What follows belongs to an exercise in optimizing a design on an open flow for small area; a production flow would make more cautious choices.
Function was checked by simulation only, so behaviour that the tests miss may differ from the original.

Design Second_CNN, start of the top module:
module Second_CNN(
clk,
rst_n,
Din_Valid,
Cal_Valid,
Din,
Dout0,
Dout1,
Dout2,
Dout3,
Dout4,
Dout5,
Dout6,
Dout7
);
==> flow/config.mk <==
export PLATFORM = sky130hd
export DESIGN_NAME = Second_CNN
export DESIGN_NICKNAME = Second_CNN
export VERILOG_FILES = /design/flow/design.v
export SDC_FILE = /design/flow/constraint.sdc
export NUM_CORES = 4
export LEC_CHECK = 0
export CAP_MARGIN = 20
export CORE_MARGIN = 2
export CORE_UTILIZATION = 75
export CTS_BUF_LIST = sky130_fd_sc_hd__clkbuf_16
export CTS_CLUSTER_DIAMETER = 60
export CTS_CLUSTER_SIZE = 24
export GPL_TIMING_DRIVEN = 1
export SETUP_SLACK_MARGIN = 0.2
export SLEW_MARGIN = 20
==> flow/constraint.sdc <==
create_clock -name core_clock -period 8.0 [get_ports {clk}]
set_input_delay 1.6000 -clock core_clock [delete_from_list [all_inputs] [get_ports {clk}]]
set_output_delay 1.6000 -clock core_clock [all_outputs]
set_load 0.01 [all_outputs]
standard.sh (not shown) runs the stock make flow with config.mk's settings and CLKGATE_MAP_FILE= SYNTH_SCRIPT=/design/flow/synth_recipe.tcl, a recipe that flattens the netlist after the stock synthesis.
==> flow/flow/run.sh <==
#!/bin/bash
# Standard layout, with one extra netlist step between synthesis and floorplan:
# flow/polarity.py removes the inverters Yosys's full-adder extraction leaves
# around the sky130 fa cells (registers and their names are untouched).
# Port buffers are the small buf_1 instead of the default choice.
set -euo pipefail
R=orfs/results/${FLOW_PLATFORM}/Second_CNN/base
bash standard.sh synth > synth.log 2>&1
cp $R/1_2_yosys.v yosys_netlist_orig.v
python3 flow/polarity.py yosys_netlist_orig.v $R/1_2_yosys.v > polarity.log 2>&1
rm -f $R/1_synth.odb $R/1_synth.sdc
export BUFFER_PORTS_ARGS="-buffer_cell sky130_fd_sc_hd__buf_1"
bash standard.sh > layout.log 2>&1
Other scripts of this flow, unchanged in this note and not shown: flow/flow/polarity.py
Next try:
CORE_UTILIZATION = 65   (was 75)
CTS_BUF_LIST = sky130_fd_sc_hd__clkbuf_4   (was sky130_fd_sc_hd__clkbuf_16)
CTS_CLUSTER_DIAMETER = default   (was 60)
CTS_CLUSTER_SIZE = default   (was 24)
Outcome: Utilization decreases by 9.1 points; count of clock-buffer cells in the layout rose by 141; non-clock buffer count grows by 81; setup slack gets better by 0.10 ns; routed wire length goes up by 12%; global-route usage went up by 0.17 points; area after synthesis does not change; final area is higher by 2.8%.
Next try:
CORE_UTILIZATION = 55   (was 65)
CTS_BUF_LIST = sky130_fd_sc_hd__clkbuf_4 sky130_fd_sc_hd__clkbuf_8   (was sky130_fd_sc_hd__clkbuf_4)
GPL_TIMING_DRIVEN = default   (was 1)
Via count is lower by 2.5%.
Global-route usage is lower by 5.9 points.
Utilization is lower by 9.5 points.
Wire length is higher by 3.0%.
Cell area is higher by 2.6%.
Non-clock buffer count is higher by 89.
Final cell count is higher by 3.0%.
Setup slack gets worse by 0.032 ns.
Clock-buffer cell count is lower by 48.
Maximum frequency is lower by 0.41%.
Die area is higher by 18%.


Second_CNN again, from the RTL that the note above started with.
## Second_CNN
module Second_CNN(
clk,
rst_n,
Din_Valid,
Cal_Valid,
Din,
Dout0,
Dout1,
Dout2,
Dout3,
Dout4,
Dout5,
Dout6,
Dout7
);
parameter WIDTH = 8;
input clk;
input rst_n;
input Din_Valid;
input Cal_Valid;
input signed [WIDTH-1:0] Din;
output reg signed [2*WIDTH-1:0] Dout0,Dout1,Dout2,Dout3,Dout4,Dout5,Dout6,Dout7;
wire [71:0] win;
wire [15:0] S0, S1, S2, S3, S4, S5, S6, S7;
reg [2:0] cc;    
wire ok = Cal_Valid && (cc == 3'd5);
Second_CNN_Sub Second_CNN_Sub(.clk(clk), .rst_n(rst_n), .Din_Valid(Din_Valid),
    .Din(Din), .win(win));
Mul_Add Mul_Add(.x0(win[7:0]), .x1(win[15:8]), .x2(win[23:16]), .x3(win[31:24]),
    .x4(win[39:32]), .x5(win[47:40]), .x6(win[55:48]), .x7(win[63:56]), .x8(win[71:64]),
    .S0(S0), .S1(S1), .S2(S2), .S3(S3), .S4(S4), .S5(S5), .S6(S6), .S7(S7));
always @(posedge clk or negedge rst_n) begin
    if (!rst_n) begin
        cc <= 3'd0;
        Dout0 <= 16'd0; Dout1 <= 16'd0; Dout2 <= 16'd0; Dout3 <= 16'd0;
        Dout4 <= 16'd0; Dout5 <= 16'd0; Dout6 <= 16'd0; Dout7 <= 16'd0;
    end else begin
        if (!Cal_Valid) cc <= 3'd0;
        else if (cc != 3'd5) cc <= cc + 3'd1;
  ...
Settings: LEC_CHECK=0, CAP_MARGIN=20, CORE_MARGIN=2, CORE_UTILIZATION=75, CTS_BUF_LIST=sky130_fd_sc_hd__clkbuf_8, CTS_CLUSTER_DIAMETER=50, CTS_CLUSTER_SIZE=14, GPL_TIMING_DRIVEN=1, SETUP_SLACK_MARGIN=0.2, SLEW_MARGIN=20; clock period 8.0 ns.
Scripts as last shown in full above: flow/flow/run.sh
Other scripts of this flow, unchanged in this note and not shown: flow/flow/polarity.py
The baseline finished with timing, DRC and antenna clean.
Change:
Settings changed: CTS_BUF_LIST sky130_fd_sc_hd__clkbuf_8 to sky130_fd_sc_hd__clkbuf_4, CTS_CLUSTER_DIAMETER 50 to default, CTS_CLUSTER_SIZE 14 to default.
- flip-flop and latch count does not change
- wire length climbs by a few percent
- via count climbs by a few percent
- final area climbs slightly
- first-iteration DRC count climbs by about a fifth

==> what the ideal ports hide <==
No port has a modelled driver above. Below, the same layouts with a new extraction and two added sets of constraints.
Step 1 assumes that a clkbuf_16 drives the clock port and a buf_2 every other input.
Step 2 times the ports against the registers' clock, not the clock port: input delays grow and output delays shrink by t, the midpoint of the rising clock arrivals with the driver on.
a / b / c = ideal ports / drivers / drivers and shift; a / b = the first two.
| run | t (ns) | setup WS [ns] | slew at the worst register clock pin (ns) |
|---|---|---|---|
| the first run of note 1 | 0.696 | 0.198 / 0.198 / 0.198 | 0.12 / 0.12 |
| the second run of note 1 | 1.082 | 0.300 / 0.300 / 0.300 | 0.10 / 0.10 |
| the third run of note 1 | 0.780 | 0.268 / 0.268 / 0.268 | 0.08 / 0.08 |
| the first run of note 2 | 0.754 | 0.236 / 0.236 / 0.236 | 0.10 / 0.10 |
| the second run of note 2 | 1.021 | 0.191 / 0.191 / 0.191 | 0.11 / 0.11 |
After both steps setup and hold are still met in every run listed.
